Context: an optimization exercise on an open-source flow, tuned for small area, a short achievable clock period and few clock cycles per item. The choices shown serve that exercise and are no tape-out recipe.
RTL that was checked went through simulation tests only; none was proved equivalent to the original.
Only the layout flow was run in runs 2 to 6; the RTL was not checked for function there.

==> flow/design.v <==
module sign_multOut(
input wire[31:0] op1,
input wire[31:0] op2,
output wire sign
);
assign sign = op1[31]^op2[31];
endmodule
module mult_expAdd(
input wire[31:0] op1,
input wire[31:0] op2,
output wire [9:0] expOut);
wire [9:0] sum;
wire [9:0] exp1;
wire [9:0] exp2;
assign exp1={2'b00,op1[30:23]}-'d127;
assign exp2={2'b00,op2[30:23]}-'d127;
assign sum = exp1 + exp2;
assign expOut[9:0] = (sum + 'd127);
endmodule
module mant_mult(
input wire[31:0] op1,
input wire[31:0] op2,
output wire [47:0] mantOut);
wire [23:0] op1ExtMnt;
wire [23:0] op2ExtMnt;
assign op1ExtMnt = (op1[30:23]) ? {1'b1,op1[22:0]} : {1'b0,op1[22:0]};
assign op2ExtMnt = (op2[30:23]) ? {1'b1,op2[22:0]} : {1'b0,op2[22:0]};
assign mantOut = op1ExtMnt * op2ExtMnt;
endmodule
module LZC(
input [24:0] num,
output reg [5:0] count);
always @(*)  
casex (num)  
	25'b0000000000000000000000000: count=6'd25;
	25'b0000000000000000000000001: count=6'd24;
	25'b000000000000000000000001x: count=6'd23;
	25'b00000000000000000000001xx: count=6'd22;
	25'b0000000000000000000001xxx: count=6'd21;
	25'b000000000000000000001xxxx: count=6'd20;
	25'b00000000000000000001xxxxx: count=6'd19;
	25'b0000000000000000001xxxxxx: count=6'd18;
	25'b000000000000000001xxxxxxx: count=6'd17;
	25'b00000000000000001xxxxxxxx: count=6'd16;
	25'b0000000000000001xxxxxxxxx: count=6'd15;
	25'b000000000000001xxxxxxxxxx: count=6'd14;
	25'b00000000000001xxxxxxxxxxx: count=6'd13;
	25'b0000000000001xxxxxxxxxxxx: count=6'd12;
	25'b000000000001xxxxxxxxxxxxx: count=6'd11;
	25'b00000000001xxxxxxxxxxxxxx: count=6'd10;
	25'b0000000001xxxxxxxxxxxxxxx: count=6'd9;
	25'b000000001xxxxxxxxxxxxxxxx: count=6'd8;
	25'b00000001xxxxxxxxxxxxxxxxx: count=6'd7;
	25'b0000001xxxxxxxxxxxxxxxxxx: count=6'd6;
	25'b000001xxxxxxxxxxxxxxxxxxx: count=6'd5;
	25'b00001xxxxxxxxxxxxxxxxxxxx: count=6'd4;
	25'b0001xxxxxxxxxxxxxxxxxxxxx: count=6'd3;
	25'b001xxxxxxxxxxxxxxxxxxxxxx: count=6'd2;
	25'b01xxxxxxxxxxxxxxxxxxxxxxx: count=6'd1;
default: count=6'b000000;  
endcase  
endmodule
module mantBitSelect_mult(
input [47:0] mantProduct,
input [9:0] shift,
output reg [22:0] mantResult);
always @(*)
case (shift)
	10'b0000000001: mantResult = mantProduct[46:24];
	10'b0000000000: mantResult = mantProduct[45:23];
	10'b1111111111: mantResult = mantProduct[44:22];
	10'b1111111110: mantResult = mantProduct[43:21];
	10'b1111111101: mantResult = mantProduct[42:20];
	10'b1111111100: mantResult = mantProduct[41:19];
	10'b1111111011: mantResult = mantProduct[40:18];
	10'b1111111010: mantResult = mantProduct[39:17];
	10'b1111111001: mantResult = mantProduct[38:16];
	10'b1111111000: mantResult = mantProduct[37:15];
	10'b1111110111: mantResult = mantProduct[36:14];
	10'b1111110110: mantResult = mantProduct[35:13];
	10'b1111110101: mantResult = mantProduct[34:12];
	10'b1111110100: mantResult = mantProduct[33:11];
	10'b1111110011: mantResult = mantProduct[32:10];
	10'b1111110010: mantResult = mantProduct[31:9];
	10'b1111110001: mantResult = mantProduct[30:8];
	10'b1111110000: mantResult = mantProduct[29:7];
	10'b1111101111: mantResult = mantProduct[28:6];
	10'b1111101110: mantResult = mantProduct[27:5];
	10'b1111101101: mantResult = mantProduct[26:4];
	10'b1111101100: mantResult = mantProduct[25:3];
	10'b1111101011: mantResult = mantProduct[24:2];
	10'b1111101010: mantResult = mantProduct[23:1];
	10'b1111101001: mantResult = mantProduct[22:0];
default: mantResult = 23'b0;
endcase 
endmodule
module multiplier (
input wire[31:0] op1,
input wire[31:0] op2,
output [31:0] multOut);
wire sign_out;
wire [9:0] exp_out;
wire [47:0] mant_out;
wire [5:0] count;
wire [5:0] shift;
wire [9:0] expResult;
wire [7:0] expResult_chk;
wire OF, UF;
wire [22:0] mantResult;
wire [22:0] mantResult_chk;
wire [9:0] exp_temp;
reg [9:0] expShift;
sign_multOut sign(op1,op2,sign_out);
mult_expAdd exp(op1,op2,exp_out);
mant_mult mantissa(op1,op2,mant_out);
LZC shiftAmt(mant_out[47:23],count);
assign shift = 1 - count;
assign exp_temp = exp_out + {{4{shift[5]}},shift};
assign OF = ($signed(exp_temp)>254) ? 1'b1 : 1'b0;
assign UF = ($signed(exp_temp)<0) ? 1'b1 : 1'b0;
always @(*)
case ({OF,UF})
	2'b00: expShift = {{4{shift[5]}},shift};
	2'b01: expShift = (0 - exp_out);
	default: expShift = 1;
endcase
assign expResult = (op1[30:0]&&op2[30:0])? (exp_out + expShift) : 0;
mantBitSelect_mult mantselect(mant_out,expShift,mantResult);
assign expResult_chk = (OF ? (8'b11111111):(expResult[7:0]));
assign mantResult_chk = ((OF) ? 23'b0 :((op1[30:0]&op2[30:0])? mantResult : 0));
assign multOut = {sign_out, expResult_chk , mantResult_chk};
endmodule
module mantShiftRight(
input [23:0] mantissa,
input [8:0] shift,
output reg [23:0] mantShifted);
wire [47:0] extendedMant;
assign extendedMant = {{24{1'b0}},mantissa};
always @(*)
case (shift)
	9'd0: mantShifted = extendedMant[23:0];
	9'd1: mantShifted = extendedMant[24:1];
	9'd2: mantShifted = extendedMant[25:2];
	9'd3: mantShifted = extendedMant[26:3];
	9'd4: mantShifted = extendedMant[27:4];
	9'd5: mantShifted = extendedMant[28:5];
	9'd6: mantShifted = extendedMant[29:6];
	9'd7: mantShifted = extendedMant[30:7];
	9'd8: mantShifted = extendedMant[31:8];
	9'd9: mantShifted = extendedMant[32:9];
	9'd10: mantShifted = extendedMant[33:10];
	9'd11: mantShifted = extendedMant[34:11];
	9'd12: mantShifted = extendedMant[35:12];
	9'd13: mantShifted = extendedMant[36:13];
	9'd14: mantShifted = extendedMant[37:14];
	9'd15: mantShifted = extendedMant[38:15];
	9'd16: mantShifted = extendedMant[39:16];
	9'd17: mantShifted = extendedMant[40:17];
	9'd18: mantShifted = extendedMant[41:18];
	9'd19: mantShifted = extendedMant[42:19];
	9'd20: mantShifted = extendedMant[43:20];
	9'd21: mantShifted = extendedMant[44:21];
	9'd22: mantShifted = extendedMant[45:22];
	9'd23: mantShifted = extendedMant[46:23];
default: mantShifted = 24'b0;
endcase 
endmodule
module mntAdder(
input opControl,
input [23:0] mant1,
input [23:0] mant2,
output reg [24:0] mantSum);
always @(*)
case (opControl)
	1'b0: mantSum = {1'b0,mant1} + {1'b0,mant2};
	1'b1: mantSum = ({1'b0,mant1}>{1'b0,mant2}) ? ({1'b0,mant1} - {1'b0,mant2}) : ({1'b0,mant2} - {1'b0,mant1});
endcase
endmodule
module LZCAdd(
input [24:0] num,
output reg [5:0] count);
always @(*)  
casex (num)  
	25'b0000000000000000000000001: count=6'd24;
	25'b000000000000000000000001x: count=6'd23;
	25'b00000000000000000000001xx: count=6'd22;
	25'b0000000000000000000001xxx: count=6'd21;
	25'b000000000000000000001xxxx: count=6'd20;
	25'b00000000000000000001xxxxx: count=6'd19;
	25'b0000000000000000001xxxxxx: count=6'd18;
	25'b000000000000000001xxxxxxx: count=6'd17;
	25'b00000000000000001xxxxxxxx: count=6'd16;
	25'b0000000000000001xxxxxxxxx: count=6'd15;
	25'b000000000000001xxxxxxxxxx: count=6'd14;
	25'b00000000000001xxxxxxxxxxx: count=6'd13;
	25'b0000000000001xxxxxxxxxxxx: count=6'd12;
	25'b000000000001xxxxxxxxxxxxx: count=6'd11;
	25'b00000000001xxxxxxxxxxxxxx: count=6'd10;
	25'b0000000001xxxxxxxxxxxxxxx: count=6'd9;
	25'b000000001xxxxxxxxxxxxxxxx: count=6'd8;
	25'b00000001xxxxxxxxxxxxxxxxx: count=6'd7;
	25'b0000001xxxxxxxxxxxxxxxxxx: count=6'd6;
	25'b000001xxxxxxxxxxxxxxxxxxx: count=6'd5;
	25'b00001xxxxxxxxxxxxxxxxxxxx: count=6'd4;
	25'b0001xxxxxxxxxxxxxxxxxxxxx: count=6'd3;
	25'b001xxxxxxxxxxxxxxxxxxxxxx: count=6'd2;
	25'b01xxxxxxxxxxxxxxxxxxxxxxx: count=6'd1;
default: count=6'b000000;  
endcase  
endmodule
module mantNorm(
input [24:0] mantissa,
input [8:0] shift,
output reg [23:0] mantAdjusted);
wire [46:0] extendedMant;
assign extendedMant = {mantissa,{22{1'b0}}};
always @(*)
case (shift)
	9'b000000001: mantAdjusted = extendedMant[45:23];  
	9'b000000000: mantAdjusted = extendedMant[44:22];  
	9'b111111111: mantAdjusted = extendedMant[43:21];  
	9'b111111110: mantAdjusted = extendedMant[42:20];  
	9'b111111101: mantAdjusted = extendedMant[41:19];  
	9'b111111100: mantAdjusted = extendedMant[40:18];  
	9'b111111011: mantAdjusted = extendedMant[39:17];  
	9'b111111010: mantAdjusted = extendedMant[38:16];  
	9'b111111001: mantAdjusted = extendedMant[37:15];  
	9'b111111000: mantAdjusted = extendedMant[36:14];  
	9'b111110111: mantAdjusted = extendedMant[35:13];  
	9'b111110110: mantAdjusted = extendedMant[34:12];  
	9'b111110101: mantAdjusted = extendedMant[33:11];  
	9'b111110100: mantAdjusted = extendedMant[32:10];  
	9'b111110011: mantAdjusted = extendedMant[31:9];  
	9'b111110010: mantAdjusted = extendedMant[30:8];  
	9'b111110001: mantAdjusted = extendedMant[29:7];  
	9'b111110000: mantAdjusted = extendedMant[28:6];  
	9'b111101111: mantAdjusted = extendedMant[27:5];  
	9'b111101110: mantAdjusted = extendedMant[26:4];  
	9'b111101101: mantAdjusted = extendedMant[25:3];  
	9'b111101100: mantAdjusted = extendedMant[24:2];  
	9'b111101011: mantAdjusted = extendedMant[23:1];  
	9'b111101010: mantAdjusted = extendedMant[22:0];  
default: mantAdjusted = 23'b0;
endcase 
endmodule
module adder(
input [31:0] op1,
input [31:0] op2,
output [31:0] addOut
);
wire opSign1, opSign2;
wire [7:0] opExp1;
wire [7:0] opExp2;
wire [22:0] opMnt1;
wire [22:0] opMnt2;
wire [8:0] expSmall;
wire [8:0] expLarge;
wire [8:0] expDiff;
wire [31:0] opLarge;
wire [31:0] opSmall;
wire [23:0] Mant_expSmall;
wire [23:0] Mant_expLarge;
wire [23:0] Mant_expSmall_shifted;
wire [24:0] Mantout;
wire [5:0] count;
wire [5:0] shift;
wire OF,UF;
wire [8:0] exp_temp;
reg [8:0] expShift;
wire signResult;
wire [8:0] expResult;
wire [7:0] expResult_chk;
wire [22:0] mantResult;
wire [22:0] mantResult_chk;
assign opSign1 = op1[31];
assign opExp1 = op1[30:23];
assign opMnt1 = op1[22:0];
assign opSign2 = op2[31];
assign opExp2 = op2[30:23];
assign opMnt2 = op2[22:0];
assign expLarge = (opExp1>opExp2) ? {1'b0,opExp1}:{1'b0,opExp2};
assign expSmall = (opExp1<=opExp2)?{1'b0,opExp1}:{1'b0,opExp2};
assign expDiff = expLarge - expSmall;
assign opSmall = (opExp1>opExp2) ? op2:op1;
assign opLarge = (opExp1<=opExp2) ? op2:op1;
assign Mant_expLarge = expLarge ? {1'b1,opLarge[22:0]} : {1'b0,opLarge[22:0]};
assign Mant_expSmall = expSmall ? {1'b1,opSmall[22:0]} : {1'b0,opSmall[22:0]};
mantShiftRight mntSR(Mant_expSmall, expDiff, Mant_expSmall_shifted);
assign signResult = (Mant_expLarge > Mant_expSmall_shifted) ? opLarge[31]:opSmall[31];
mntAdder mntSum(opLarge[31]^opSmall[31], Mant_expLarge, Mant_expSmall_shifted, Mantout);
LZCAdd shiftAmt(Mantout,count);
assign shift = (op1[30:0]|op2[30:0]) ? (1 - count) : 0;
assign exp_temp = expLarge + {{3{shift[5]}},shift};
assign OF = ($signed(exp_temp)>254) ? 1'b1 : 1'b0;
assign UF = ($signed(exp_temp)<0) ? 1'b1 : 1'b0;
always @(*)
case ({OF,UF})
	2'b00: expShift = {{3{shift[5]}},shift};
	2'b01: expShift = (0 - expLarge);
	default: expShift = 1;
endcase
assign expResult = ((op1[30:0]==op2[30:0]) & (opSign1^opSign2)) ? 0 : (expLarge + expShift);
mantNorm mantselect(Mantout,expShift,mantResult);
assign expResult_chk = (OF ? 8'b11111111:expResult[7:0]);
assign mantResult_chk = ((OF) ? 23'b0 : mantResult);
assign addOut = {signResult,expResult_chk,mantResult_chk};
endmodule
module exception(
input [31:0]op1,
input [31:0]op2, 
output reg [31:0]addOutException,
output reg [31:0]multoutexception,
output reg exceptionFlagADD,
output reg exceptionFlagMUL
);
always @(*)
begin
if((op1[22:0] && op1[30:23]=={8{1'b1}}) || (op2[22:0] && op2[30:23]=={8{1'b1}}))
	begin
	exceptionFlagADD=1;
	exceptionFlagMUL=1;
	addOutException={32{1'b1}};	 
	multoutexception={32{1'b1}};  
	end
else if((op1[30:23]=={8{1'b1}} && op1[22:0]=={23{1'b0}}) && (op2[30:23]=={8{1'b1}} && op2[22:0]=={23{1'b0}}) && (op1[31]^op2[31]))
	begin
	exceptionFlagADD=1;
	exceptionFlagMUL=0;
	addOutException={32{1'b1}};	 
	multoutexception={32{1'b0}};
	end
else if(((op1[30:0]==31'b0)&&(op2[30:23]=={8{1'b1}} && op2[22:0]=={23{1'b0}}))||((op2[30:0]==31'b0)&&(op1[30:23]=={8{1'b1}} && op2[22:0]=={23{1'b0}})))
	begin
	exceptionFlagADD=0;	
	exceptionFlagMUL=1;
	addOutException={32{1'b0}};
	multoutexception={32{1'b1}};	 
	end
else begin
	exceptionFlagADD=0;
	exceptionFlagMUL=0;
	addOutException={32{1'b0}};
	multoutexception={32{1'b0}};
	end
end
endmodule
module muxExcept(
input [31:0] ValidOp,
input [31:0] ExceptOp,
input exceptionFlag,
output reg[31:0] opOut
);
always @(*)
case (exceptionFlag)
	1'b0: opOut = ValidOp;
	1'b1: opOut = ExceptOp;
endcase
endmodule
module muxOP(
input [31:0] addOut,
input [31:0] multOut,
input opControl,
output reg [31:0] opOut);
always @(*)
case (opControl)
	1'b0:opOut = addOut;
	1'b1:opOut = multOut;
endcase
endmodule
module FPU(
input [31:0] Data1,
input [31:0] Data2,
input Clock,
input Reset,
input In_Data_Valid,
input Op,
output reg [31:0] Data_Out,
output reg Out_Data_Valid
);
reg [31:0] op1;
reg [31:0] op2;
reg OpReg;
reg opValid;
wire [31:0] adderOut;
wire [31:0] addOutException;
wire [31:0] multiplierOut;
wire [31:0] multOutException;
wire EFAdd,EFMult;
wire [31:0] addOut_final;
wire [31:0] multOut_final;
wire [31:0] Data_Out_Reg;
adder ADD(op1,op2,adderOut);
multiplier MULTIPLY(op1,op2,multiplierOut);
exception exceptBlock(op1,op2,addOutException,multOutException,EFAdd,EFMult);
muxExcept muxAdd(adderOut,addOutException,EFAdd,addOut_final);
muxExcept muxMult(multiplierOut,multOutException,EFMult,multOut_final);
muxOP operation(addOut_final,multOut_final,OpReg,Data_Out_Reg);
always @(posedge Clock)
begin
if(In_Data_Valid)
	OpReg <= Op;
else
	OpReg <= OpReg;
end
always @(posedge Clock)
begin
if(In_Data_Valid)
begin
	{op1,op2} <= {Data1,Data2};
end
else
	{op1,op2} <= {op1,op2};
end
always @(posedge Clock)
begin
if(Reset)
begin
	opValid <= 1'b0;
	Out_Data_Valid <= 1'b0;
end
else
begin
	opValid <= In_Data_Valid;
	Out_Data_Valid <= opValid;
end
end
always @(posedge Clock)
if(opValid)
	Data_Out <= Data_Out_Reg;
endmodule
==> flow/run.sh <==
#!/bin/bash
# synth_recipe.tcl (not shown) runs the flow's synth.tcl, then flattens the netlist and writes it again
# the make line also repeats each setting of config.mk as NAME=value (left out here)
make -C /OpenROAD-flow-scripts/flow DESIGN_CONFIG=/design/flow/config.mk WORK_HOME=/design/flow/orfs CLKGATE_MAP_FILE= SYNTH_SCRIPT=/design/flow/synth_recipe.tcl finish
==> flow/config.mk <==
export PLATFORM = sky130hd
export DESIGN_NAME = FPU
export DESIGN_NICKNAME = FPU
export VERILOG_FILES = /design/flow/design.v
export SDC_FILE = /design/flow/constraint.sdc
export NUM_CORES = 8
export LEC_CHECK = 0
export CAP_MARGIN = 20
export CORE_MARGIN = 2
export CORE_UTILIZATION = 40
export PLACE_DENSITY = 0.6
export SLEW_MARGIN = 20
==> flow/constraint.sdc <==
create_clock -name core_clock -period 15.0 [get_ports {Clock}]
set_input_delay 3.0000 -clock core_clock [delete_from_list [all_inputs] [get_ports {Clock}]]
set_output_delay 3.0000 -clock core_clock [all_outputs]
set_load 0.01 [all_outputs]
==> results of run 1 <==
[critical path, delay by kind of cell, from the launching register on]
family,cells,cell delay (ns)
buffers and inverters,13,1.97
AOI/OAI and AO/OA,12,3.26
xor gates and xnor gates,3,0.66
adders and majority gates,10,4.64
DFF,1,0.98
muxes,1,0.46
and+or+nand+nor,10,2.26
[how the worst min path moves through the flow]
stage	startpoint	end	slack, ns
global placement	opValid	Data_Out[7]	0.69
global route	opValid	Data_Out[23]	0.76
CTS	opValid	Data_Out[6]	0.72
floorplan	op1[31]	Data_Out[31]	0.65
detailed placement	opValid	Data_Out[8]	0.69
finish	opValid	Data_Out[23]	0.71
[stage by stage]
stage          instance area [sq um]  instances  setup TNS (ns)
2_1_floorplan                  40700       5361               0
3_3_place_gp                   44600       6795           -3.42
3_5_place_dp                   44600       6795          -0.516
4_1_cts                        44900       6811               0
5_1_grt                        45400       6839          -0.184
6_report                       45500       6841               0
[area by class of cell]
| type | instances | area (sq um) |
|---|---|---|
| antenna | 2 | 5.00 |
| clock buffer | 10 | 229 |
| clock inverter | 6 | 45.0 |
| fill | 10500 | 55800 |
| inverter | 730 | 2740 |
| multi-input combinational | 4145 | 33800 |
| sequential | 99 | 2950 |
| tap | 1368 | 1710 |
| timing repair buffer | 481 | 3930 |
[placed cells by master, fill, tap and decap left out, types with 38 or more instances in the layout]
cell type,instances
a21o_1,81
buf_4,376
o211ai_1,38
a22oi_1,52
xor2_1,42
nand4_1,73
and2_1,62
inv_1,712
nor2_1,607
edfxtp_1,97
o21ai_0,137
xnor2_1,78
nand2_1,475
a211oi_1,51
a21oi_1,242
nand3_1,119
ha_1,367
nor3_1,100
o22ai_1,318
o221ai_1,45
nor4_1,74
fa_1,489
clkdlybuf4s50_1,99
[synth_stat cells (27+ instances only)]
| master | instances |
|---|---|
| ha_1 | 371 |
| a211oi_1 | 54 |
| o211ai_1 | 38 |
| and3_1 | 36 |
| o21ai_0 | 144 |
| xor2_1 | 45 |
| edfxtp_1 | 97 |
| buf_1 | 47 |
| nand4_1 | 73 |
| a21oi_1 | 242 |
| inv_1 | 712 |
| or2_2 | 34 |
| a22oi_1 | 52 |
| nor4_1 | 77 |
| o221ai_1 | 45 |
| xnor2_1 | 84 |
| nand2_1 | 481 |
| nor2b_1 | 38 |
| or3_1 | 31 |
| nor3_1 | 103 |
| o22ai_1 | 318 |
| clkbuf_1 | 306 |
| and2_1 | 62 |
| fa_1 | 489 |
| a21o_1 | 81 |
| a31oi_1 | 36 |
| nor2_1 | 612 |
| o31ai_1 | 27 |
| o21a_1 | 30 |
| nand3_1 | 127 |
[timing repair]
action | CTS | global route
setup endpoints to repair | 14 | 30
pin swaps | 0 | 3
hold buffers | 0 | 0
setup buffers | 0 | 27
resized for setup | 4 | 62
cloned | 0 | 1
[kinds of logic (layout without fill, tap and decap cells)]
| family | count (synthesis) | in the layout | share of synthesized area, % |
|---|---|---|---|
| AOI/OAI and AO/OA | 1343 | 1344 | 22.6 |
| xor gates and xnor gates | 129 | 129 | 2.78 |
| adders and majority gates | 861 | 861 | 35.5 |
| buffers and inverters | 1118 | 1227 | 10.5 |
| DFF | 99 | 99 | 7.25 |
| muxes | 29 | 29 | 0.781 |
| other | 0 | 2 | 0 |
| and+or+nand+nor | 1782 | 1782 | 20.6 |
[flip-flops by register name (all words and copies together), names as in the netlist]
| signal | flops |
|---|---|
| Data_Out | 32 |
| Out_Data_Valid | 1 |
| opValid | 1 |
| op1 | 32 |
| OpReg | 1 |
| op2 | 32 |
[per-layer routing]
layer	wire length, um	part of all wire (%)
met5	27	0.014
met4	11400	6.1
met3	23300	12
met2	76800	41
met1	76200	41
==> out/results.tsv, run 1 <==
metric	value	unit
layout.nets	6394	
synth-edff-count	97	
top_usage_layer	met2	
rsz0062_at_grt	true	
vias_per_cell	6.40	
ys_ff_latch	99	
report.final.setup_viol	0	
fmaxAchievable	0.0689	GHz
syn_nets	6289	
cts_sinks	99	
hold_viol_final	0	
r2r-start	op1[8]	
cts_root_buf	clkbuf_16	
min_path_type	reg -> reg	
async_flop_share	0	%
dpl.hpwl	146000	um
dp_slack	-0.202	ns
synth_area_leader_cell	fa_1	
synth_area	40700	sq um
wirelength	188000	um
drt-initial-drc-count	6279	
regToRegEndpoint	Data_Out[4]	
yosysTopAreaCellShare	24.1	%
rows	117	
min_delay_path_depth	0	
cts_buffers	9	
cts_tree	yes	
yosys-top-cells-area	fa_1, ha_1, edfxtp_1	
slowest_stage	edfxtp_1	
hold_slack	0.708	ns
wl_per_cell	27.4	um
drive_gt1_share	10.5	%
crit_top_cell	inv_1	
die_area	104000	sq um
vias	43800	
fin_crit_sh	96.8	%
reg2reg_slack	0.48	ns
crit_end	Data_Out[4]	
grt_pass1_vias	42500	
final_util	44.9	%
die_h	323	um
cp.required	15.14	ns
ys_seq_area_share	7.25	%
cap_violations	0	
cts_max_level	3	
outcome	no timing/DRC/antenna violations	
io_buffers	100	
fin_crit	14.52	ns
drv_slew	0	
place.gp.congestion	1.02	
crit_type	reg -> reg	
use_met2	51.2	%
initial_utilization	40.2	%
grt_use_met1	48.4	%
syn_inst	5361	
relSlewSlack	25.6	%
slowest_delay	0.98	ns
grt_overflow	0	
fp.dieW	323	um
core_area	101000	sq um
grt_start_max_net_pins	97	
ys.flop_type	edfxtp_1	
cp-end-kind	flip-flop	
use_met3	10.4	%
crit_fanout	23	
ios	101	
drc_errors	0	
syn_area_per_cell	7.59	sq um
clk_latency	0.43	ns
cts_buffer_depth	2	
antenna_found_initial	5	
syn2layout_area_growth	11.7	%
fin_ws	0.483	ns
dr.pass1.iters	10	
startpoint	op1[8]	
ys_types	115	
yosysWarnings	13	
grt_pass1_wl	278000	um
clkTransAtPathRegs	0.08	ns
r2r_cells	49	
fin_skew	0.0322	ns
start_kind	flip-flop	
drtAntennaViolNets	0	
critPathArrivalTime	14.66	ns
tightestPinTransition	1.11	ns
track_usage	35.4	%
Testbench counts, summed over its fixed seeds: cycles 10,077, items 8,000.
==> run 2: changes to the inputs <==
==> flow/design.v (replaced) <==
module FPU(
input [31:0] Data1,
input [31:0] Data2,
input Clock,
input Reset,
input In_Data_Valid,
input Op,
output reg [31:0] Data_Out,
output reg Out_Data_Valid
);
reg [31:0] a0, b0;
reg op0;
reg v0, v1;
always @(posedge Clock) begin
	a0 <= Data1;
	b0 <= Data2;
	op0 <= Op;
end
always @(posedge Clock)
if (Reset) begin
	v0 <= 1'b0;
	v1 <= 1'b0;
	Out_Data_Valid <= 1'b0;
end else begin
	v0 <= In_Data_Valid;
	v1 <= v0;
	Out_Data_Valid <= v1;
end
wire s1 = a0[31];
wire s2 = b0[31];
wire [7:0] e1 = a0[30:23];
wire [7:0] e2 = b0[30:23];
wire [22:0] m1 = a0[22:0];
wire [22:0] m2 = b0[22:0];
wire [47:0] prod = {|e1, m1} * {|e2, m2};
wire [9:0] expm = {2'b00, e1} + {2'b00, e2} - 10'd127;
wire nzand = (|a0[30:0]) & (|b0[30:0]);
wire andz = ~|(a0[30:0] & b0[30:0]);
wire swap = b0[30:0] > a0[30:0];
wire [30:0] lg = swap ? b0[30:0] : a0[30:0];
wire [30:0] sm = swap ? a0[30:0] : b0[30:0];
wire sgnR = swap ? s2 : s1;
wire [7:0] eL = lg[30:23];
wire [7:0] eS = sm[30:23];
wire [23:0] ML = {|eL, lg[22:0]};
wire [23:0] MS = {|eS, sm[22:0]};
wire [7:0] d = eL - eS;
wire [23:0] MSs = MS >> d;
wire sub = s1 ^ s2;
wire [24:0] mant = sub ? ({1'b0, ML} - {1'b0, MSs}) : ({1'b0, ML} + {1'b0, MSs});
wire ff1 = &e1;
wire ff2 = &e2;
wire mz1 = ~|m1;
wire mz2 = ~|m2;
wire z1 = ~|a0[30:0];
wire z2 = ~|b0[30:0];
wire nan = (ff1 & ~mz1) | (ff2 & ~mz2);
wire inf1 = ff1 & mz1;
wire inf2 = ff2 & mz2;
wire efa = nan | (inf1 & inf2 & sub);
wire efm = nan | (z1 & inf2) | (z2 & inf1);
reg [47:0] x1;
reg [9:0] base1;
reg op1, sg1, ef1, nzand1, andz1, e254_1;
always @(posedge Clock) begin
	x1 <= op0 ? prod : {mant, 23'b0};
	base1 <= op0 ? expm : {2'b00, eL};
	op1 <= op0;
	sg1 <= op0 ? (s1 ^ s2) : sgnR;
	ef1 <= op0 ? efm : efa;
	nzand1 <= nzand;
	andz1 <= andz;
	e254_1 <= (eL == 8'd254);
end
wire [9:0] bp1 = base1 + 10'd1;
wire neg = bp1[9];
wire [24:0] lzin = x1[47:23] | ((!neg && bp1 <= 10'd24) ? (25'h1000000 >> bp1[4:0]) : 25'd0);
reg [4:0] cnt;
integer i;
always @(*) begin
	cnt = 5'd25;
	for (i = 0; i < 25; i = i + 1)
		if (lzin[i]) cnt = 5'd24 - i[4:0];
end
wire [47:0] shl = x1 << cnt;
wire zeroM = ~|x1[47:23];
wire [9:0] et = bp1 - {5'd0, cnt};
wire OFm = !et[9] && (et[8:0] >= 9'd255);
wire OFa = zeroM ? e254_1 : (et[8:0] == 9'd255);
wire OF = op1 ? OFm : OFa;
wire [22:0] mres = (OF || neg || cnt == 5'd25 || (op1 && andz1)) ? 23'd0 : shl[46:24];
wire [7:0] eres = OF ? 8'hFF :
                  (op1 ? ((nzand1 && !neg) ? et[7:0] : 8'd0)
                       : (zeroM ? 8'd0 : et[7:0]));
always @(posedge Clock)
	Data_Out <= ef1 ? 32'hFFFFFFFF : {sg1, eres, mres};
endmodule
==> out/results.tsv, run 2 <==
metric	value	unit	change
outcome	no timing/DRC/antenna violations		
regToRegEndpoint	x1[45]		
cp.required	15.38	ns	+0.24 ns
synth_area_leader_cell	fa_1		
fin_skew	0.0399	ns	+0.00777 ns
cp-end-kind	flip-flop		
yosys-top-cells-area	fa_1, ha_1, dfxtp_1		
synth-compound-area-share	12.0	%	-11 points
syn_area_per_cell	8.67	sq um	+14%
yosysTopAreaCellShare	30.4	%	+6.4 points
cts_hold_buffers	0		unchanged
wirelength	99900	um	-47%
fmaxAchievable	0.0969	GHz	+41%
drive_gt1_share	5.18	%	-5.3 points
async_flop_share	0	%	unchanged
synth-edff-count	0		-100%
cts_buffer_depth	2		unchanged
grt_start_max_net_pins	77		-21%
layout_common_cells	inv_1, fa_1, nand2_1		
rsz0062_at_grt	false		
crit_fanout	46		+100%
synth_top_family_by_area	adder cells		
tightestPinTransition	1.13	ns	+0.0199 ns
ys_ff_latch	164		+66%
crit_buf_inv	4		-9
antenna_cells	0		-2
grt_pass1_wl	157000	um	-44%
crit_type	reg -> reg		
drc_errors	0		unchanged
critical_path.top_delay_family	simple AND/OR/NAND/NOR gates		
cts.repair.resized	0		-4
drt-initial-drc-count	2275		-64%
io_buffers	100		unchanged
rows	103		-12%
top_usage_layer	met2		
cts_buffers	17		+8
antenna_found_initial	4		-1
layout_commonest_cell	inv_1		
r2r-start	a0[10]		
yosysWarnings	1		-12
clkTransAtPathRegs	0.08	ns	about the same
yosys.area_share.simple	17.3	%	-3.2 points
critPathArrivalTime	10.70	ns	-3.96 ns
wl_per_cell	21.2	um	-23%
dpl.hpwl	78300	um	-46%
vias	26200		-40%
reg2reg_slack	4.68	ns	+4.19 ns
core_area	79000	sq um	-22%
synth_area	31900	sq um	-22%
min_delay_path_depth	1		+1
layout.nets	4493		-30%
synth_common_cells	inv_1, fa_1, nand2_1, ha_1, and2_1		
cap_violations	0		unchanged
synth_fa_ha_area_share	41.5	%	+6.0 points
fp.dieW	286	um	-11%
initial_utilization	40.4	%	+0.20 points
cts_root_buf	clkbuf_16		
min_to	Out_Data_Valid		
dr.pass1.iters	5		-5
grt_use_met1	34.3	%	-14 points
drtAntennaViolNets	0		unchanged
slowest_delay	1.09	ns	+0.11 ns
fin_crit_sh	68.8	%	-28 points
syn_nets	4514		-28%
use_met3	4.33	%	-6.1 points
die_area	82000	sq um	-21%
synth-xor-area-share	2.82	%	+0.048 points
post-synth-top-count-cell	inv_1		
relSlewSlack	25.0	%	-0.65 points
track_usage	24.8	%	-11 points
grt_pass1_vias	26600		-38%
min_path_type	reg -> reg		
ys.flop_type	dfxtp_1		
cts_sinks	164		+66%
die_h	286	um	-11%
grt_overflow	0		unchanged
ios	101		unchanged
cts_tree	yes		
syn2layout_area_growth	8.15	%	
syn_inst	3679		-31%
crit_top_cell	o21ai_0		
ys_types	105		-8.7%
clk_latency	0.52	ns	+0.09 ns
top_register	x1		
report.final.setup_viol	0		unchanged
hold_viol_final	0		unchanged
synthMuxAreaShare	6.66	%	+5.9 points
r2r_cells	39		-20%
place.gp.congestion	0.985		-3.8%
cts_max_level	4		+1
fin_tns_setup	0	ns	unchanged
drv_slew	0		unchanged
start_kind	flip-flop		
slowest_stage	ha_2		
ys_seq_area_share	10.3	%	+3.0 points
min_from	v1		
cts_setup_buffers	0		unchanged
largest_reg_flops	48		
vias_per_cell	5.55		-13%
fin_crit	10.32	ns	-4.19 ns
use_met2	39.3	%	-12 points
[run 2: cell types whose count changed in the layout (fill, tap and decap cells not counted), sizes merged, moves of 109 or more]
cell   delta
o22ai   -312
dfxtp   +162
and2    +181
nor2    -452
inv     -164
a21oi   -109
mux2i   +131
buf     -311
[run 2: through the flow]
stage	hold WS (ns)	setup WS, ns	util (%)	area [sq um]	cells
floorplan	0.375	5.67	-	31900	3679
global placement	0.422	4.95	42.9	33900	4689
detailed placement	0.433	4.83	42.9	33900	4689
CTS	0.451	4.77	43.7	34500	4721
global route	0.465	3.86	43.7	34500	4721
finish	0.444	4.68	43.7	34500	4721
[run 2: worst max path at each step]
stage                     endpoint  slack, ns   start  depth (start not counted)
after CTS                   x1[45]       4.77  a0[13]                         39
after detailed placement    x1[45]       4.83  a0[13]                         39
after global routing        x1[45]       3.86  a0[10]                         39
after floorplan             x1[45]       5.67   a0[3]                         43
after global placement      x1[45]       4.95  a0[13]                         39
final                       x1[45]       4.68  a0[10]                         39
[run 2: logic make-up (layout without fill, tap and decap cells)]
family,after synthesis,in the layout
buffers and inverters,771,763
multiplexers,184,184
AND/OR/NAND/NOR,1130,1130
AO/OA/AOI/OAI,561,561
XOR/XNOR,102,102
flip-flops,164,164
adder cells (fa/ha/maj),767,767
[run 2: per-layer routing]
| metal | vias up | wire (um) |
|---|---|---|
| met3 | 167 | 6960 |
| met1 | 13100 | 44500 |
| li1 | 11900 | - |
| met4 | 6 | 3380 |
| met5 | - | 36 |
| met2 | 991 | 45000 |
[run 2: worst register-to-register path, delay by kind of cell, from the launching register on]
kind,cells,cell delay [ns]
XOR/XNOR,2,0.32
buffers and inverters,4,0.82
multiplexers,1,0.23
AND/OR/NAND/NOR,12,3.31
adder cells (fa/ha/maj),4,1.97
flip-flops,1,0.32
AO/OA/AOI/OAI,16,3.24
[run 2: final cells by class]
class,instances,area [sq um]
clock buffer,18,439
clock inverter,14,184
fill,7834,44500
inverter,560,2100
multi-input combinational,2744,25600
sequential,164,3280
tap,1050,1310
timing repair buffer,171,1530
==> run 3: changes to the inputs <==
--- a/flow/config.mk
+++ b/flow/config.mk
@@ -7,2 +7,3 @@
 export LEC_CHECK = 0
+export ABC_CLOCK_PERIOD_IN_PS = 4000
 export CAP_MARGIN = 20
==> out/results.tsv, run 3 <==
metric	value	unit	change
outcome	no timing/DRC/antenna violations		
cts_sinks	164		unchanged
tightestPinTransition	1.13	ns	unchanged
yosys-top-cells-area	fa_1, ha_1, dfxtp_1		
crit_top_cell	o21ai_0		
synth-edff-count	0		unchanged
syn_inst	3679		unchanged
cts_buffer_depth	2		unchanged
cap_violations	0		unchanged
initial_utilization	40.4	%	unchanged
critPathArrivalTime	10.70	ns	about the same
syn_area_per_cell	8.67	sq um	unchanged
core_area	79000	sq um	unchanged
grt_overflow	0		unchanged
slowest_delay	1.09	ns	about the same
grt_start_max_net_pins	77		unchanged
antenna_cells	0		unchanged
slowest_stage	ha_2		
hold_viol_final	0		unchanged
cp.required	15.38	ns	about the same
drive_gt1_share	5.18	%	unchanged
die_area	82000	sq um	unchanged
fin_crit	10.32	ns	unchanged
async_flop_share	0	%	unchanged
dr.pass1.iters	5		unchanged
synth_area_leader_cell	fa_1		
cts_tree	yes		
cp-end-kind	flip-flop		
track_usage	24.8	%	unchanged
grt_pass1_wl	157000	um	unchanged
syn2layout_area_growth	8.15	%	unchanged
drc_errors	0		unchanged
min_path_type	reg -> reg		
largest_reg_flops	48		unchanged
ys.flop_type	dfxtp_1		
yosysWarnings	1		unchanged
dpl.hpwl	78300	um	unchanged
die_h	286	um	unchanged
crit_type	reg -> reg		
fmaxAchievable	0.0969	GHz	unchanged
vias	26200		unchanged
cts_max_level	4		unchanged
multiInputGateArea	25600	sq um	unchanged
wl_per_cell	21.2	um	unchanged
fillers	7834		unchanged
cts_buffers	17		unchanged
grt_pass1_vias	26600		unchanged
seqCellArea	3280	sq um	unchanged
layout_commonest_cell	inv_1		
layout_common_cells	inv_1, fa_1, nand2_1		
ys_ff_latch	164		unchanged
ios	101		unchanged
rsz0062_at_grt	false		
ys_types	105		unchanged
cts_root_buf	clkbuf_16		
layout.nets	4493		unchanged
fin_area	34500	sq um	unchanged
fin_crit_sh	68.8	%	unchanged
io_buffers	100		unchanged
vias_per_cell	5.55		unchanged
cts_setup_buffers	0		unchanged
drv_slew	0		unchanged
yosysTopAreaCellShare	30.4	%	unchanged
use_met3	4.33	%	unchanged
relSlewSlack	25.0	%	unchanged
placed_cell_area	33900	sq um	unchanged
syn_nets	4514		unchanged
fin_tns_setup	0	ns	unchanged
fin_skew	0.0399	ns	unchanged
cts.repair.resized	0		unchanged
report.final.setup_viol	0		unchanged
rows	103		unchanged
synth_area	31900	sq um	unchanged
top_register	x1		
post-synth-top-count-cell	inv_1		
drtAntennaViolNets	0		unchanged
use_met2	39.3	%	unchanged
crit_fanout	46		unchanged
start_kind	flip-flop		
fp.dieW	286	um	unchanged
drt-initial-drc-count	2275		unchanged
synth_common_cells	inv_1, fa_1, nand2_1, ha_1, and2_1		
grt_use_met1	34.3	%	unchanged
place.gp.congestion	0.985		unchanged
top_usage_layer	met2		
wirelength	99900	um	unchanged
antenna_found_initial	4		unchanged
clkTransAtPathRegs	0.08	ns	about the same
ys_seq_area_share	10.3	%	unchanged
cts_hold_buffers	0		unchanged
clk_latency	0.52	ns	about the same
[run 3: cell counts after synthesis]
Identical to the previous run, type by type.
[run 3: worst paths after layout]
kind	start	to	slack (ns)	cells past startpoint
max	a0[10]	x1[45]	4.68	39
min	v1	Out_Data_Valid	0.44	1
max reg2reg	a0[10]	x1[45]	4.68	39
min reg2reg	v1	Out_Data_Valid	0.44	1
[run 3: layer usage]
layer  vias up  wire (um)
li1      11900          -
met1     13100      44500
met2       991      45000
met3       167       6960
met4         6       3380
met5         -         36
[run 3: kinds of logic after synthesis]
logic type,count (synthesis),synth area share (%)
and+or+nand+nor,1130,17.3
buffers and inverters,771,9.39
adders and majority gates,767,41.5
AOI/OAI and AO/OA,561,12.0
muxes,184,6.66
DFF,164,10.3
xor gates and xnor gates,102,2.82
[run 3: layout make-up]
class	count	share of cell area, %
Clock inverter	14	0.533
Inverter	560	6.09
Multi-Input combinational cell	2744	74.3
Clock buffer	18	1.27
Tap cell	1050	3.81
Sequential cell	164	9.52
Timing Repair Buffer	171	4.45
[run 3: through the flow]
stage / setup WS (ns) / instances / hold slack [ns] / utilization (%)
final: 4.68 / 4721 / 0.444 / 43.7
after CTS: 4.77 / 4721 / 0.451 / 43.7
after global placement: 4.95 / 4689 / 0.422 / 42.9
after detailed placement: 4.83 / 4689 / 0.433 / 42.9
after global routing: 3.86 / 4721 / 0.465 / 43.7
after floorplan: 5.67 / 3679 / 0.375 / -
[run 3: worst max-delay path, delay by kind of cell (launching register included)]
kind	cells	cell delay (ns)
XOR/XNOR	2	0.32
AND/OR/NAND/NOR	12	3.28
adder cells (fa/ha/maj)	4	1.97
multiplexers	1	0.23
flip-flops	1	0.32
buffers and inverters	4	0.81
AO/OA/AOI/OAI	16	3.23
==> run 4: changes to the inputs <==
--- a/flow/config.mk
+++ b/flow/config.mk
@@ -7,3 +7,3 @@
 export LEC_CHECK = 0
-export ABC_CLOCK_PERIOD_IN_PS = 4000
+export ABC_AREA = 1
 export CAP_MARGIN = 20
==> out/results.tsv, run 4 <==
metric	value	unit	change
vias	29600		+13%
synth-xor-area-share	1.63	%	-1.2 points
vias_per_cell	5.25		-5.4%
yosys.area_share.simple	26.6	%	+9.3 points
fin_area	34900	sq um	+1.2%
r2r_cells	46		+18%
dp_slack	5.88	ns	+1.05 ns
cap_violations	0		unchanged
die_area	83500	sq um	+1.7%
place.gp.congestion	0.961		-2.4%
wl_per_cell	18.9	um	-11%
grt_start_max_net_pins	95		+23%
slowest_delay	0.88	ns	-0.21 ns
core_area	80400	sq um	+1.8%
dpl.hpwl	81100	um	+3.5%
track_usage	26.2	%	+1.4 points
io_buffers	100		unchanged
fin_tns_setup	0	ns	unchanged
syn_nets	5452		+21%
yosysTopAreaCellShare	29.9	%	-0.53 points
drc_errors	0		unchanged
reg2reg_slack	5.67	ns	+0.99 ns
synth-edff-count	0		unchanged
cts_setup_buffers	0		unchanged
fin_ws	5.67	ns	+0.989 ns
drtAntennaViolNets	0		unchanged
r2r-start	a0[23]		
tightestPinTransition	1.06	ns	-0.0689 ns
slowest_stage	ha_1		
drt-initial-drc-count	2976		+31%
cts.repair.resized	0		unchanged
min_path_type	reg -> reg		
placed_cell_area	34300	sq um	+1.2%
cts_tree	yes		
cts_sinks	164		unchanged
synthMuxAreaShare	0.0308	%	-6.6 points
cts_max_level	4		unchanged
syn_inst	4617		+25%
grt_pass1_wl	168000	um	+7.2%
ios	101		unchanged
report.final.setup_viol	0		unchanged
layout_commonest_cell	nand2_1		
ys_types	52		-50%
drv_slew	0		unchanged
synth_common_cells	nand2_1, inv_1, nand3_1, fa_1, ha_1		
grt_overflow	0		unchanged
synth_area	32500	sq um	+1.8%
initial_utilization	40.4	%	about the same
antenna_found_initial	1		-3
post-synth-top-count-cell	nand2_1		
startpoint	a0[23]		
syn2layout_area_growth	7.50	%	
regToRegEndpoint	x1[47]		
fp.dieW	289	um	+0.87%
clkTransAtPathRegs	0.08	ns	about the same
hold_slack	0.404	ns	-0.0399 ns
grt_pass1_vias	29500		+11%
cp-end-kind	flip-flop		
final_util	43.4	%	-0.27 points
cp.required	15.43	ns	+0.05 ns
outcome	no timing/DRC/antenna violations		
layout_common_cells	nand2_1, inv_1, nand3_1		
synth-compound-area-share	6.06	%	-6.0 points
relSlewSlack	28.9	%	+3.9 points
top_register	x1		
fin_crit_sh	62.2	%	-6.6 points
start_kind	flip-flop		
largest_reg_flops	48		unchanged
place_inst	5604		+20%
die_h	289	um	+0.87%
critPathArrivalTime	9.77	ns	-0.93 ns
dr.pass1.iters	8		+3
cts_buffer_depth	2		unchanged
fin_skew	0.0263	ns	-0.0136 ns
drive_gt1_share	3.65	%	-1.5 points
wirelength	107000	um	+6.6%
async_flop_share	0	%	unchanged
crit_end	x1[47]		
layout.nets	5398		+20%
rows	104		+0.97%
ys_seq_area_share	10.1	%	-0.18 points
cts_buffers	17		unchanged
cts_hold_buffers	0		unchanged
ys_ff_latch	164		unchanged
crit_type	reg -> reg		
fmaxAchievable	0.107	GHz	+11%
clk_latency	0.51	ns	about the same
yosys-top-cells-area	fa_1, nand2_1, inv_1		
fillers	8435		+7.7%
synth_fa_ha_area_share	40.8	%	-0.72 points
synth_area_leader_cell	fa_1		
cts_root_buf	clkbuf_16		
syn_area_per_cell	7.03	sq um	-19%
fin_crit	9.33	ns	-0.989 ns
rsz0062_at_grt	false		
synth_top_family_by_area	adder cells		
crit_fanout	31		-33%
yosysWarnings	1		unchanged
antenna_cells	0		unchanged
ys.flop_type	dfxtp_1		
hold_viol_final	0		unchanged
fin_cells	5636		+19%
-- run 4: cell types whose count changed after synthesis, sizes merged, moves of 33 or more --
cell and change:
a21o -40, nand3 +469, inv +454, mux2i -147, o21ai +33, nand2 +769
xnor2 -37, and2 -244
-- run 4: per-layer routing --
metal / vias up / share of wire, % / track usage [%]
li1: 13900 / - / -
met1: 14300 / 45 / 37.0
met2: 1180 / 45 / 41.9
met3: 153 / 7.6 / 3.57
met4: 0 / 2.9 / 7.71
met5: - / 0 / 0
-- run 4: layout make-up --
class / instances / area [sq um] / share of cell area (%)
Timing Repair Buffer: 162 / 1470 / 4.20
Sequential cell: 164 / 3280 / 9.41
Clock buffer: 17 / 425 / 1.22
Inverter: 1017 / 3820 / 10.9
Clock inverter: 15 / 180 / 0.516
Multi-Input combinational cell: 3201 / 24400 / 69.9
Tap cell: 1060 / 1330 / 3.80
-- run 4: cell families after synthesis --
logic type | Yosys count
buffers and inverters | 1252
XOR/XNOR | 58
multiplexers | 1
flip-flops | 164
AO/OA/AOI/OAI | 358
AND/OR/NAND/NOR | 2017
adder cells (fa/ha/maj) | 767
-- run 4: how the worst min path moves through the flow --
stage,start,endpoint,slack [ns],cells past startpoint
2_1_floorplan,op0,op1,0.36,0
3_3_place_gp,v1,Out_Data_Valid,0.39,2
3_5_place_dp,v1,Out_Data_Valid,0.40,2
4_1_cts,v1,Out_Data_Valid,0.41,2
5_1_grt,v0,v1,0.43,2
6_report,v1,Out_Data_Valid,0.40,2
-- run 4: worst max-delay path, delay by kind of cell, from the launching register on --
kind | cells | cell delay [ns]
AO/OA/AOI/OAI | 13 | 2.66
AND/OR/NAND/NOR | 20 | 2.37
buffers and inverters | 9 | 2.04
adder cells (fa/ha/maj) | 4 | 1.77
flip-flops | 1 | 0.41
==> run 5: changes to the inputs <==
==> flow/flow/run.sh (new file) <==
#!/bin/bash
set -euo pipefail
bash standard.sh SETUP_SLACK_MARGIN=9 finish > standard.log 2>&1
==> flow/standard.sh (new file) <==
#!/bin/bash
# synth_recipe.tcl (not shown) runs the flow's synth.tcl, then flattens the netlist and writes it again
# the make line also repeats each setting of config.mk as NAME=value (left out here)
make -C /OpenROAD-flow-scripts/flow DESIGN_CONFIG=/design/flow/config.mk WORK_HOME=/design/flow/orfs CLKGATE_MAP_FILE= SYNTH_SCRIPT=/design/flow/synth_recipe.tcl "${@:-finish}"
--- a/flow/config.mk
+++ b/flow/config.mk
@@ -7,3 +7,2 @@
 export LEC_CHECK = 0
-export ABC_AREA = 1
 export CAP_MARGIN = 20
removed: flow/run.sh
==> out/results.tsv, run 5 <==
metric	value	unit	change
report.final.setup_viol	0		unchanged
top_register	x1		
ys_types	105		+100%
drive_gt1_share	21.3	%	+18 points
min_from	sg1		
cts_hold_buffers	0		unchanged
largest_reg_flops	48		unchanged
crit_buf_inv	3		-6
cts_buffer_depth	2		unchanged
cp-end-kind	flip-flop		
cts_max_level	4		unchanged
io_buffers	100		unchanged
fin_crit_sh	53.8	%	-8.4 points
syn_area_per_cell	8.67	sq um	+23%
antenna_found_initial	2		+1
tightestPinTransition	1.08	ns	+0.0267 ns
cts_buffers	17		unchanged
synth_area	31900	sq um	-1.7%
drc_errors	0		unchanged
yosys-top-cells-area	fa_1, ha_1, dfxtp_1		
syn_nets	4514		-17%
outcome	no timing/DRC/antenna violations		
cap_violations	0		unchanged
syn_inst	3679		-20%
cts_root_buf	clkbuf_16		
fp.dieW	286	um	-0.86%
ys_ff_latch	164		unchanged
relSlewSlack	27.2	%	-1.7 points
min_to	Data_Out[31]		
vias_per_cell	5.67		+8.0%
drt-initial-drc-count	2697		-9.4%
slowest_delay	0.56	ns	-0.32 ns
slowest_stage	mux4_2		
yosysWarnings	1		unchanged
syn2layout_area_growth	26.3	%	
cts_tree	yes		
clkTransAtPathRegs	0.09	ns	about the same
clk_latency	0.49	ns	-0.02 ns
dpl.hpwl	78700	um	-3.0%
rsz0062_at_grt	true		
min_delay_path_depth	1		-1
die_area	82000	sq um	-1.7%
yosysTopAreaCellShare	30.4	%	+0.53 points
fin_tns_setup	0	ns	unchanged
place.gp.congestion	0.979		+1.9%
synth-edff-count	0		unchanged
cp.required	15.38	ns	-0.05 ns
cts_sinks	164		unchanged
initial_utilization	40.4	%	about the same
crit_fanout	7		-77%
drv_slew	0		unchanged
start_kind	flip-flop		
crit_type	reg -> reg		
fin_skew	0.0220	ns	-0.00431 ns
critPathArrivalTime	8.45	ns	-1.32 ns
ios	101		unchanged
grt_start_max_net_pins	68		-28%
post-synth-top-count-cell	inv_1		
critical_path.top_delay_family	compound AO/OA/AOI/OAI gates		
synth_area_leader_cell	fa_1		
layout_commonest_cell	inv_1		
wl_per_cell	23.5	um	+24%
vias	28400		-4.1%
ys.flop_type	dfxtp_1		
grt_pass1_wl	174000	um	+4.0%
min_path_type	reg -> reg		
layout_common_cells	inv_1, fa_1, nand2_1		
reg2reg_slack	6.93	ns	+1.26 ns
synth_common_cells	inv_1, fa_1, nand2_1, ha_1, and2_1		
wirelength	117000	um	+10%
fin_crit	8.07	ns	-1.26 ns
dr.pass1.iters	5		-3
track_usage	28.2	%	+2.0 points
die_h	286	um	-0.86%
core_area	79000	sq um	-1.8%
async_flop_share	0	%	unchanged
fmaxAchievable	0.124	GHz	+16%
drtAntennaViolNets	0		unchanged
hold_viol_final	0		unchanged
layout.nets	4773		-12%
rows	103		-0.96%
grt_overflow	0		unchanged
regToRegEndpoint	x1[45]		
r2r_cells	37		-20%
ys_seq_area_share	10.3	%	+0.18 points
r2r-start	b0[6]		
grt_pass1_vias	28400		-3.8%
-- run 5: changes by cell type in the layout (fill, tap and decap cells not counted), sizes merged, moves of 25 or more --
cell	delta
nand2	-769
nand3	-469
inv	-459
buf	+256
and2	+244
mux2i	+147
a21o	+40
xnor2	+37
o21ai	-33
nand4	-31
nor2b	+29
bufbuf	+25
nor2	+25
-- run 5: what timing repair did --
action / CTS / global route
gates resized for setup: 365 / 199
pin swaps: 141 / 170
endpoints found under the setup margin: 63 / 62
gates cloned: 28 / 5
setup buffers: 188 / 77
-- run 5: cell type report --
class                           instances  area, sq um
Antenna cell                            1         2.50
Clock buffer                           18          439
Clock inverter                         13          190
Fill cell                            7181        38700
Inverter                              560         2130
Multi-Input combinational cell       2746        27800
Sequential cell                       164         3470
Tap cell                             1050         1310
Timing Repair Buffer                  448         4960
Timing Repair inverter                  1         5.00
-- run 5: cell families after synthesis --
logic type               after synthesis  synth area share, %
XOR/XNOR                             102                 2.82
multiplexers                         184                 6.66
adder cells (fa/ha/maj)              767                 41.5
AO/OA/AOI/OAI                        561                 12.0
AND/OR/NAND/NOR                     1130                 17.3
buffers and inverters                771                 9.39
flip-flops                           164                 10.3
-- run 5: layer usage --
layer  vias up  share of wire, %  track usage, %
met1     14200                41            37.6
met5         -            0.0077               0
li1      12500                 -               -
met3       297               8.5            5.08
met4         2               4.9            11.4
met2      1385                46            45.2
-- run 5: worst reg2reg max path: cells and delay by family, from the launching register on --
kind	cells	cell delay, ns
multiplexers	1	0.57
buffers and inverters	3	0.56
flip-flops	1	0.40
adder cells (fa/ha/maj)	4	0.94
XOR/XNOR	2	0.37
AND/OR/NAND/NOR	11	2.17
AO/OA/AOI/OAI	16	2.96
-- run 5: worst max path at each step --
stage | end | from | slack [ns] | cells past startpoint
2_1_floorplan | x1[45] | a0[19] | 6.90 | 39
3_3_place_gp | x1[45] | a0[13] | 4.92 | 38
3_5_place_dp | x1[45] | a0[13] | 4.75 | 38
4_1_cts | x1[45] | a0[18] | 7.04 | 28
5_1_grt | x1[45] | b0[6] | 6.62 | 37
6_report | x1[45] | b0[6] | 6.93 | 37
-- run 5: stage by stage --
step	instance area [sq um]	std cells	utilization [%]	worst slack, ns	hold slack (ns)
6_report	40300	5001	51.0	6.93	0.424
5_1_grt	40300	5000	51.0	6.62	0.426
4_1_cts	38800	4918	49.1	7.04	0.424
2_1_floorplan	32800	3679	-	6.90	0.375
3_5_place_dp	34200	4671	43.3	4.75	0.399
3_3_place_gp	34200	4671	43.3	4.92	0.394
==> run 6: changes to the inputs <==
--- a/flow/design.v
+++ b/flow/design.v
@@ -10,13 +10,8 @@
 );
-reg [31:0] a0, b0;
-reg op0;
-reg v0, v1;
-always @(posedge Clock) begin
-	a0 <= Data1;
-	b0 <= Data2;
-	op0 <= Op;
-end
+wire [31:0] a0 = Data1;
+wire [31:0] b0 = Data2;
+wire op0 = Op;
+reg v1;
 always @(posedge Clock)
 if (Reset) begin
-	v0 <= 1'b0;
 	v1 <= 1'b0;
@@ -24,4 +19,3 @@
 end else begin
-	v0 <= In_Data_Valid;
-	v1 <= v0;
+	v1 <= In_Data_Valid;
 	Out_Data_Valid <= v1;
==> flow/run.sh (new file) <==
#!/bin/bash
# synth_recipe.tcl (not shown) runs the flow's synth.tcl, then flattens the netlist and writes it again
# the make line also repeats each setting of config.mk as NAME=value (left out here)
make -C /OpenROAD-flow-scripts/flow DESIGN_CONFIG=/design/flow/config.mk WORK_HOME=/design/flow/orfs CLKGATE_MAP_FILE= SYNTH_SCRIPT=/design/flow/synth_recipe.tcl finish
removed: flow/flow/run.sh
removed: flow/standard.sh
==> out/results.tsv, run 6 <==
metric	value	unit	change
outcome	no timing/DRC/antenna violations		
critPathArrivalTime	12.94	ns	+4.49 ns
cts_hold_buffers	0		unchanged
grt_overflow	0		unchanged
drc_errors	0		unchanged
fin_crit	12.73	ns	+4.66 ns
fin_crit_sh	84.9	%	+31 points
fp.dieW	276	um	-3.5%
layout_common_cells	inv_1, fa_1, nand2_1		
drt-initial-drc-count	1765		-35%
vias_per_cell	5.54		-2.4%
syn_inst	3480		-5.4%
track_usage	24.1	%	-4.0 points
cts_setup_buffers	0		-100%
fillers	7363		+2.5%
cts_tree	yes		
ys.flop_type	dfxtp_1		
synth_area_leader_cell	fa_1		
syn2layout_area_growth	7.91	%	
cts_sinks	98		-40%
vias	24600		-13%
start_kind	input pin		
drtAntennaViolNets	0		unchanged
synth_area	29700	sq um	-7.0%
grt_pass1_wl	146000	um	-17%
place.gp.congestion	0.981		+0.20%
post-synth-top-count-cell	inv_1		
layout_commonest_cell	inv_1		
core_area	73200	sq um	-7.3%
cap_violations	0		unchanged
ys_types	86		-18%
cts_buffers	9		-8
syn_area_per_cell	8.53	sq um	-1.6%
ys_seq_area_share	6.61	%	-3.7 points
antenna_found_initial	5		+3
drive_gt1_share	4.65	%	-17 points
slowest_delay	1.15	ns	+0.59 ns
report.final.setup_viol	0		unchanged
clk_latency	0.35	ns	-0.14 ns
grt_pass1_vias	25200		-11%
hold_viol_final	0		unchanged
cts_max_level	3		-1
yosysWarnings	1		unchanged
relSlewSlack	23.2	%	-4.0 points
die_h	276	um	-3.5%
synth_common_cells	inv_1, fa_1, nand2_1, ha_1, and2_1		
crit_type	in -> reg		
syn_nets	4315		-4.4%
fmaxAchievable	0.0785	GHz	-37%
cts.repair.resized	0		-100%
drv_slew	0		unchanged
tightestPinTransition	1.15	ns	+0.0657 ns
rsz0062_at_grt	false		
yosysTopAreaCellShare	32.7	%	+2.3 points
synth-edff-count	0		unchanged
layout.nets	4317		-9.6%
largest_reg_flops	48		unchanged
crit_fanout	21		+14
min_path_type	reg -> reg		
initial_utilization	40.5	%	+0.16 points
cp-end-kind	flip-flop		
rows	99		-3.9%
async_flop_share	0	%	unchanged
cts_buffer_depth	2		unchanged
dr.pass1.iters	6		+1
io_buffers	100		unchanged
yosys-top-cells-area	fa_1, ha_1, inv_1		
wirelength	91800	um	-22%
top_register	x1		
cts_root_buf	clkbuf_16		
ys_ff_latch	98		-40%
dpl.hpwl	73800	um	-6.2%
fin_tns_setup	0	ns	unchanged
fin_skew	0.0107	ns	-0.0113 ns
slowest_stage	clkdlybuf4s50_1		
grt_start_max_net_pins	54		-21%
die_area	76400	sq um	-6.9%
clkTransAtPathRegs	0.07	ns	-0.02 ns
ios	101		unchanged
hold_slack	0.412	ns	-0.0118 ns
wl_per_cell	20.6	um	-12%
crit_top_cell	o21ai_0		
cp.required	15.21	ns	-0.17 ns
[run 6: cell types whose count changed in the layout (fill, tap and decap cells not counted), moves of 27 or more]
cell and delta:
a21oi_2 -27, buf_12 -30, buf_4 -158, buf_6 -51
dfxtp_4 -45, ha_1 +40, ha_4 -33, inv_1 +46
inv_2 -29, nor2_1 +38, o21ai_0 +27
[run 6: critical path, delay by kind of cell]
| family | cells | cell delay [ns] |
|---|---|---|
| mux | 4 | 1.16 |
| buf+inv | 4 | 2.08 |
| compound gates | 18 | 4.50 |
| fa+ha+maj | 4 | 1.31 |
| simple gates | 3 | 0.71 |
| xor+xnor | 1 | 0.16 |
[run 6: final timing paths]
path	startpoint	end	slack, ns	cells past startpoint
worst max-delay path	Data1[8]	x1[46]	2.27	34
worst min-delay path	sg1	Data_Out[31]	0.41	1
worst max register to register	base1[6]	Data_Out[13]	6.94	26
worst min register to register	sg1	Data_Out[31]	0.41	1
[run 6: per-stage QoR]
step | worst slack [ns] | util [%] | instances | cell area, sq um
after floorplan | 3.90 | - | 3480 | 29700
after global placement | 2.27 | 43.3 | 4430 | 31700
after detailed placement | 1.98 | 43.3 | 4430 | 31700
after CTS | 2.34 | 43.7 | 4446 | 32000
after global routing | 1.40 | 43.7 | 4446 | 32000
final | 2.27 | 43.8 | 4448 | 32000
[run 6: final cells by class]
| cell class | count | area [sq um] | area share, % |
|---|---|---|---|
| inverters | 569 | 2140 | 6.67 |
| clock inverters | 6 | 58.8 | 0.184 |
| well taps | 959 | 1200 | 3.75 |
| repair buffers | 170 | 1520 | 4.75 |
| clock buffers | 10 | 239 | 0.746 |
| diodes | 2 | 5.00 | 0.0156 |
| flip-flops and latches | 98 | 1960 | 6.12 |
| multi-input cells | 2634 | 24900 | 77.8 |
[run 6: routing by layer]
metal / vias up / wire length, um / GRT usage [%]
li1: 11300 / - / -
met1: 12400 / 40100 / 33.2
met2: 864 / 43400 / 40.3
met3: 116 / 6250 / 3.12
met4: 0 / 2090 / 5.58
met5: - / 0 / 0
[run 6: kinds of logic (layout without fill, tap and decap cells)]
logic type | Yosys count | after routing | share of synthesized area, %
AND/OR/NAND/NOR | 1094 | 1094 | 17.5
adder cells (fa/ha/maj) | 767 | 767 | 44.6
buffers and inverters | 748 | 755 | 9.61
AO/OA/AOI/OAI | 476 | 476 | 10.7
multiplexers | 200 | 200 | 8.10
flip-flops | 98 | 98 | 6.61
XOR/XNOR | 97 | 97 | 2.86
other | 0 | 2 | 0

-- separate check: timing with driven ports --
How much do the figures lean on ideal ports? The routed layouts below were timed once more, with nothing changed but the port constraints.
Step 1 sets driving cells, clkbuf_16 on the clock port and buf_2 on the other inputs (assumed; they add their load-dependent delay and slew).
Step 2 adds t to the input delays and takes it off the output delays; t is the mean of the earliest and latest rising clock arrival at the registers after step 1. Input paths then give back, and output paths get back, about the clock's delay inside the block.
Three values: ideal ports, drivers, drivers and shift; two values: the first two.
run | t, ns | slack for setup (ns) | worst data-port slew with drivers (ns) | pins driven straight from the clock port
run 1 | 0.470 | 0.483 / 0.483 / 0.483 | 0.07 | 1
run 2 | 0.569 | 4.676 / 4.676 / 4.676 | 0.04 | 1
run 3 | 0.569 | 4.676 / 4.676 / 4.676 | 0.04 | 1
run 4 | 0.556 | 5.665 / 5.665 / 5.665 | 0.07 | 1
run 5 | 0.549 | 6.930 / 6.930 / 6.930 | 0.04 | 1
run 6 | 0.396 | 2.268 / 2.280 / 1.885 | 0.10 | 1
After both steps every run listed still meets setup and hold. The setup slack of run 6, which loses most, moves by +0.012 ns with the drivers and by -0.383 ns with both steps.
